This is an optimization exercise on Yosys and OpenROAD, whose aim is small area and a short achievable clock period, not a production implementation. Only simulation tests tie the RTL to the original design; equivalence was not proved. Power figures rest on the tool's default switching activity, not on a simulated workload.

==> flow/design.v (outline; a module is shown in full before it is edited, if it fits) <==
// module FA: 7 lines
// module HA: 7 lines
// module BSEL8: 8 lines
// module BSEL8N: 8 lines
// module AOI22X2: 7 lines
// module NANDXOR: 6 lines
// module NANDXNOR: 6 lines
// module BSEL8B: 6 lines
// module BSEL8A: 6 lines
// module BSEL4: 6 lines
// module BSEL4N: 6 lines
// module GPLEAF: 8 lines
// module KSA: 455 lines
// module PGB0000_1: 7 lines
// module PGB1111_0: 7 lines
// module PGG000_1: 6 lines
// module PGG001_1: 6 lines
// module PGG110_0: 6 lines
// module PGG111_0: 6 lines
// module X3ADD: 191 lines
// module PGBLK: 7 lines
// module PGGRY: 6 lines
// module Booth: 1733 lines
module Booth (
    input  CLK, RST,
    input  [31:0] x, y,
    output [63:0] p
);
  // ...
==> flow/flow/run.sh <==
#!/bin/bash
# Own layout flow: the standard flow, plus one step after floorplan that
# sets every combinational cell to the smallest drive strength of its family
# (Yosys/ABC map with a fixed load and tends to pick oversized gates). The
# later resizer steps (repair_design, repair_timing) size up what needs it.
set -euo pipefail
here=$(pwd)
export POST_FLOORPLAN_TCL="$here/flow/downsize.tcl"
# buffer the ports with a plain buffer (the default pick is a slow delay cell)
export BUFFER_PORTS_ARGS="-buffer_cell sky130_fd_sc_hd__buf_1"
bash standard.sh > "$here/standard.log" 2>&1
==> flow/flow/downsize.tcl <==
# Swap each combinational standard cell for the smallest-drive cell of the same
# function (same footprint family); leave flops, adders, buffers and ties alone.
set n 0
foreach inst [get_cells *] {
  set master [get_property $inst ref_name]
  if {![regexp {^sky130_fd_sc_hd__([a-z0-9]+)_([0-9]+)$} $master -> base size]} { continue }
  if {[regexp {^(df|sdf|edf|dl|fa|ha|conb|tap|fill|decap|buf|clkbuf|clkdly|dlygate|dlymetal|inv|clkinv|diode|lpflow|probe)} $base]} { continue }
  set best ""
  set bestsize 1000
  foreach lc [get_lib_cells sky130_fd_sc_hd__${base}_*] {
    set nm [get_name $lc]
    if {![regexp "^sky130_fd_sc_hd__${base}_(\[0-9\]+)\$" $nm -> s]} { continue }
    if {[get_property $lc dont_use]} { continue }
    if {$s < $bestsize} { set bestsize $s; set best $nm }
  }
  if {$best ne "" && $best ne $master} {
    replace_cell $inst $best
    incr n
  }
}
puts "downsize: replaced $n cells"
==> flow/standard.sh <==
#!/bin/bash
# synth_recipe.tcl (not shown) runs the flow's synth.tcl, then flattens the netlist and writes it again
# the make line also repeats each setting of config.mk as NAME=value (left out here)
make -C /OpenROAD-flow-scripts/flow DESIGN_CONFIG=/design/flow/config.mk WORK_HOME=/design/flow/orfs CLKGATE_MAP_FILE= SYNTH_SCRIPT=/design/flow/synth_recipe.tcl "${@:-finish}"
==> flow/config.mk <==
export PLATFORM = sky130hd
export DESIGN_NAME = Booth
export DESIGN_NICKNAME = Booth
export VERILOG_FILES = /design/flow/design.v
export SDC_FILE = /design/flow/constraint.sdc
export NUM_CORES = 4
export LEC_CHECK = 0
export CAP_MARGIN = 20
export CORE_MARGIN = 2
export CORE_UTILIZATION = 40
export CTS_BUF_LIST = sky130_fd_sc_hd__clkbuf_8
export SETUP_SLACK_MARGIN = 3.25
export SLEW_MARGIN = 20
export SYNTH_HIERARCHICAL = 1
export SYNTH_MINIMUM_KEEP_SIZE = 0
==> flow/constraint.sdc <==
create_clock -name core_clock -period 7.5 [get_ports {CLK}]
set_input_delay 1.5000 -clock core_clock [delete_from_list [all_inputs] [get_ports {CLK}]]
set_output_delay 1.5000 -clock core_clock [all_outputs]
set_load 0.01 [all_outputs]
==> run summary, run 1 <==
- Inserted Diodes: 1
- GRT Residual Overflow: 0
- Highest routed layer: met4
- Max cap viols: 0
- Area of the multi-input gates: 22320 um^2
- Post-Syn Area: 31290 um^2
- Synth warnings: 7
- Worst setup EP type: register
- Area Overhead vs Synth: -0.6079%
- Die height: 283.7 um
- Core Util, Final: 40.14%
- Initial DRC Count: 4129
- FMAX: 234.7 MHz
- Share of layout cells above drive strength 1: 9.889%
- Met2 Resource Use GR: 38.01%
- DP Area: 29120 um^2
- Final setup TNS: 0 ns
- Seq cells: 238
- Internal: 8.648 mW
- Register area: 5080 um^2
- TritonRoute pass-1 iters: 8
- Worst hold slack: 0.9442 ns
- DR vias: 25.63k
- Worst Hold Path Cells: 4
- Max Fanout on Critical Path: 10
- DIE WIDTH: 283.7 um
- Fill count: 7736
- CP cell instances: a22oi_1 -> nand2_1 -> xor2_1 -> fa_1 -> fa_2 -> fa_2 -> fa_1 -> fa_1 -> ha_1 -> and3b_1
- CP delay by family, top: adder cells
- Worst skew pair latency: 0.59 ns
- Run status: finished clean
- H-tree depth: 2
- Post_cts resized: 126
- Startpoint types: register
- Rows: 102
- Total power: 16.87 mW
- Final GP Congestion: 0.9603
- Hold endpoint: pr[63]
- Core outline area: 77470 um^2
==> run 2: changes to the inputs <==
--- a/flow/design.v
+++ b/flow/design.v
@@ -1936,5 +1936,5 @@
     FA u_fa0 (.a(neg[1]), .b(pp0_3), .c(pp1_0), .s(fs0), .co(fc0));
-    HA u_ha3 (.a(fs0), .b(hc2), .s(hs3), .co(hc3));
+    HA u_ha3 (.a(hc2), .b(fs0), .s(hs3), .co(hc3));
     FA u_fa1 (.a(pp0_4), .b(pp1_1), .c(fc0), .s(fs1), .co(fc1));
-    HA u_ha4 (.a(fs1), .b(hc3), .s(hs4), .co(hc4));
+    HA u_ha4 (.a(hc3), .b(fs1), .s(hs4), .co(hc4));
     FA u_fa2 (.a(pp0_5), .b(pp1_2), .c(fc1), .s(fs2), .co(fc2));
@@ -1969,3 +1969,3 @@
     FA u_fa23 (.a(fs21), .b(fc19), .c(fs22), .s(fs23), .co(fc23));
-    HA u_ha13 (.a(fc20), .b(fs23), .s(hs13), .co(hc13));
+    HA u_ha13 (.a(fc20), .b(hc12), .s(hs13), .co(hc13));
     FA u_fa24 (.a(neg[5]), .b(pp0_15), .c(pp1_12), .s(fs24), .co(fc24));
@@ -1974,3 +1974,3 @@
     FA u_fa27 (.a(fs25), .b(fc22), .c(fs26), .s(fs27), .co(fc27));
-    HA u_ha14 (.a(fc23), .b(fs27), .s(hs14), .co(hc14));
+    HA u_ha14 (.a(fc23), .b(hc13), .s(hs14), .co(hc14));
     FA u_fa28 (.a(pp0_16), .b(pp1_13), .c(pp2_10), .s(fs28), .co(fc28));
@@ -2064,3 +2064,3 @@
     FA u_fa104 (.a(fs101), .b(fs102), .c(fc95), .s(fs104), .co(fc104));
-    FA u_fa105 (.a(fs103), .b(fc96), .c(fs104), .s(fs105), .co(fc105));
+    FA u_fa105 (.a(fc96), .b(fs103), .c(fs104), .s(fs105), .co(fc105));
     HA u_ha27 (.a(fc97), .b(hc26), .s(hs27), .co(hc27));
@@ -2165,4 +2165,4 @@
     FA u_fa191 (.a(fc180), .b(fc181), .c(fs189), .s(fs191), .co(fc191));
-    FA u_fa192 (.a(fs190), .b(fc182), .c(fs191), .s(fs192), .co(fc192));
-    FA u_fa193 (.a(fc183), .b(fc184), .c(fs192), .s(fs193), .co(fc193));
+    FA u_fa192 (.a(fs190), .b(fc182), .c(fc183), .s(fs192), .co(fc192));
+    FA u_fa193 (.a(fs191), .b(fc184), .c(fs192), .s(fs193), .co(fc193));
     HA u_ha37 (.a(fc185), .b(fs193), .s(hs37), .co(hc37));
@@ -2219,3 +2219,3 @@
     FA u_fa235 (.a(fc227), .b(fc228), .c(fs233), .s(fs235), .co(fc235));
-    FA u_fa236 (.a(fs234), .b(fs235), .c(fc229), .s(fs236), .co(fc236));
+    FA u_fa236 (.a(fs234), .b(fc229), .c(fs235), .s(fs236), .co(fc236));
     HA u_ha43 (.a(fs236), .b(fc230), .s(hs43), .co(hc43));
@@ -2277,3 +2277,3 @@
     FA u_fa278 (.a(fs276), .b(fc274), .c(fs277), .s(fs278), .co(fc278));
-    HA u_ha52 (.a(fs278), .b(fc275), .s(hs52), .co(hc52));
+    HA u_ha52 (.a(fc275), .b(fs278), .s(hs52), .co(hc52));
     assign iv14 = ~pp7_33;
@@ -2335,4 +2335,4 @@
     GPLEAF u_gp13 (.a(fs20), .b(hs12), .rst(RST), .g(g_d[13]), .p(p_d[13]));
-    GPLEAF u_gp14 (.a(hc12), .b(hs13), .rst(RST), .g(g_d[14]), .p(p_d[14]));
-    GPLEAF u_gp15 (.a(hc13), .b(hs14), .rst(RST), .g(g_d[15]), .p(p_d[15]));
+    GPLEAF u_gp14 (.a(fs23), .b(hs13), .rst(RST), .g(g_d[14]), .p(p_d[14]));
+    GPLEAF u_gp15 (.a(fs27), .b(hs14), .rst(RST), .g(g_d[15]), .p(p_d[15]));
     GPLEAF u_gp16 (.a(hc14), .b(hs15), .rst(RST), .g(g_d[16]), .p(p_d[16]));
--- a/flow/config.mk
+++ b/flow/config.mk
@@ -10,3 +10,2 @@
 export CORE_UTILIZATION = 40
-export CTS_BUF_LIST = sky130_fd_sc_hd__clkbuf_8
 export SETUP_SLACK_MARGIN = 3.25
==> run summary, run 2 <==
- Run status: finished clean
- Worst hold slack: 0.9741 ns (+0.02988 ns)
- Mean Syn Cell Area: 10.84 um^2
- WL final: 110400 um
- Die height: 283.7 um (unchanged)
- Post-CTS Hold Buffers: 0
- Post-DP HPWL: 71780 um
- Clk buf depth: 3
- Met2 wire length: 46760 um
- Rows: 102 (unchanged)
- Area Overhead vs Synth: -1.532%
- Total GRT Usage: 26.38%
- Actual slew at the worst max-slew pin: 0.9308 ns
- Largest Register: pr
- Startpoint types: register
- Starting Density: 40.39%
- Initial DRC Count: 3800 (-8.0%)
- Reg-to-reg startpoint: xr[10]
- Vias in the first global route: 25.27k
- Fin Clk Skew: 0.03807 ns
- Endpoints failing setup: 0
- Clock transition at the registers of the reported paths: 0.07 ns
- Max Fanout on Critical Path: 3 (-7)
- Core outline area: 77470 um^2 (unchanged)
- Post-layout nets: 3551
- Root Buffer: clkbuf_16
- Average wire per standard cell: 26.58 um
- Clock sink count: 238
- Inserted Clock Buffers: 24
- Worst setup EP type: primary output
- FMAX: 237.2 MHz (+1.1%)
- Max cap viols: 0 (unchanged)
- Hold WC Path Type: reg -> reg
- Hold_sp: xr[0]
- CP Data Required Time: 6.00 ns
- Most frequent cells in the layout: a22oi_1, nand2_1, xor2_1
- TritonRoute pass-1 iters: 9 (+1)
- Fill count: 7717 (-0.25%)
- Placed cell count: 4088
- Synth warnings: 7 (unchanged)
- DR vias: 25.35k (-1.1%)
- First-pass GRT wire length: 164200 um
- Crit path arrival time: 2.72 ns
- Worst reg2reg endpoint: pr[33]
- Die area: 80470 um^2
- Final GP Congestion: 0.9448 (-1.6%)
- Setup CP Type: reg -> out
- Metal3 WL: 14820 um
- Antenna Nets Post-Route: 0
- Final Max Tran Viols: 0
- DIE WIDTH: 283.7 um (unchanged)
- Fin cells: 4152
- Max reg flops: 64
- Worst skew pair latency: 0.58 ns (about the same)
- Power Density: 550.8 nW/um^2
- Crit share post-route: 56.22%
- Setup crit start: pr[38]
- Port Buf Inserts: 129
- Share of layout cells above drive strength 1: 9.576% (-0.31 points)
- Peak supply drop: 519.7 uV
- Critical path endpoint: p[53]
- Vias per std cell: 6.106
- Leak: 12.72 nW
- Commonest non-fill, non-tap cell in the layout: a22oi_1
- R2R cell count: 11
- Top flop regs: pr: 64 flops, gr: 55 flops, x3r: 33 flops
- Slew HR: 37.94%
- GRT Residual Overflow: 0 (unchanged)
- Final Hold Vio Count: 0
- CTS tree: yes
- Initial antenna violation count: 1
- Final setup TNS: 0 ns (unchanged)
- DRC: 0
- H-tree depth: 1 (-1)
- RSZ-0062 raised after global routing: yes
- Largest net degree at the start of global routing: 65
- Synthesized instance count: 2887
- Inserted Diodes: 0 (-1)
- Post-Syn Area: 31290 um^2 (unchanged)
- Io pins: 130
- Crit path time final: 4.217 ns
- Register-to-Register Setup Slack: 3.30 ns
- Met1 wire length: 42490 um
- Highest routed layer: met5
[run 2: layer usage]
layer / vias to the layer above / track usage [%]
met5: - / 0
met4: 2 / 11.31
met3: 434 / 9.654
met2: 1859 / 39.89
met1: 12120 / 33.71
li1: 10940 / -
[run 2: worst min-delay path by stage]
stage,to,slack (ns),cells after the start
floorplan,pr[1],0.88,3
global placement,pr[0],0.92,4
detailed placement,pr[0],0.95,4
CTS,pr[0],0.98,4
global route,pr[0],1.06,4
finish,pr[0],0.97,4
[run 2: power by group]
part	total, mW	switching, mW	internal [mW]
Clock	1.24	0.527	0.715
Combinational	13.1	7.04	6.02
Sequential	2.66	0.734	1.93
[run 2: area by class of cell]
| class | count | area, um^2 | share of cell area (%) |
|---|---|---|---|
| Clock inverter | 9 | 116.4 | 0.3777 |
| Sequential cell | 238 | 5051 | 16.40 |
| Clock buffer | 35 | 693.2 | 2.250 |
| Inverter | 43 | 161.4 | 0.5239 |
| Multi-Input combinational cell | 2602 | 22400 | 72.70 |
| Tap cell | 1040 | 1301 | 4.224 |
| Timing Repair Buffer | 185 | 1087 | 3.529 |
[run 2: timing repair]
action / 4_1_cts / 5_1_grt
pin swaps: 2 / 4
buffers inserted: 11 / 9
endpoints found under the setup margin: 65 / 72
gates resized for setup: 115 / 121
[run 2: stage by stage]
stage,instance area (um^2),total power [mW],utilization [%],setup WS (ns)
CTS,30330,16.80,39.16,3.225
finish,30810,16.97,39.77,3.283
detailed placement,29150,15.38,37.63,3.109
floorplan,31480,12.22,-,3.181
global placement,29150,15.08,37.63,3.158
global route,30810,18.72,39.77,3.150
[run 2: worst max-delay path: stages (launching register included)]
cell and delay (ns):
dfxtp_1 0.36, nand2_1 0.12, o21ai_0 0.32, a21oi_1 0.15, o21ai_0 0.39, a21oi_1 0.13, o21ai_4 0.15, a21oi_1 0.12
xnor2_1 0.24, buf_1 0.18

==> port drivers added, routing unchanged <==
No port has a modelled driver above. Below, the same layouts with a new extraction and two added sets of constraints.
Step 1, drivers: a clkbuf_16 drives CLK and a buf_2 each remaining input, both assumed.
Step 2 also shifts input and output timing later by t, the mid clock arrival at the registers, as if the neighbouring blocks saw the same clock.
Slacks: ideal / step 1 / step 2; pairs: ideal / step 1.
run	t, ns	slack for setup (ns)	slew at the worst register clock pin (ns)	worst data-port slew with drivers (ns)	cell pins on the clock port's net
run 1	0.625	3.239 / 3.239 / 3.239	0.07 / 0.07	0.07	1
run 2	0.623	3.283 / 3.220 / 3.299	0.07 / 0.07	0.08	1
After both steps setup and hold are still met in every run listed.
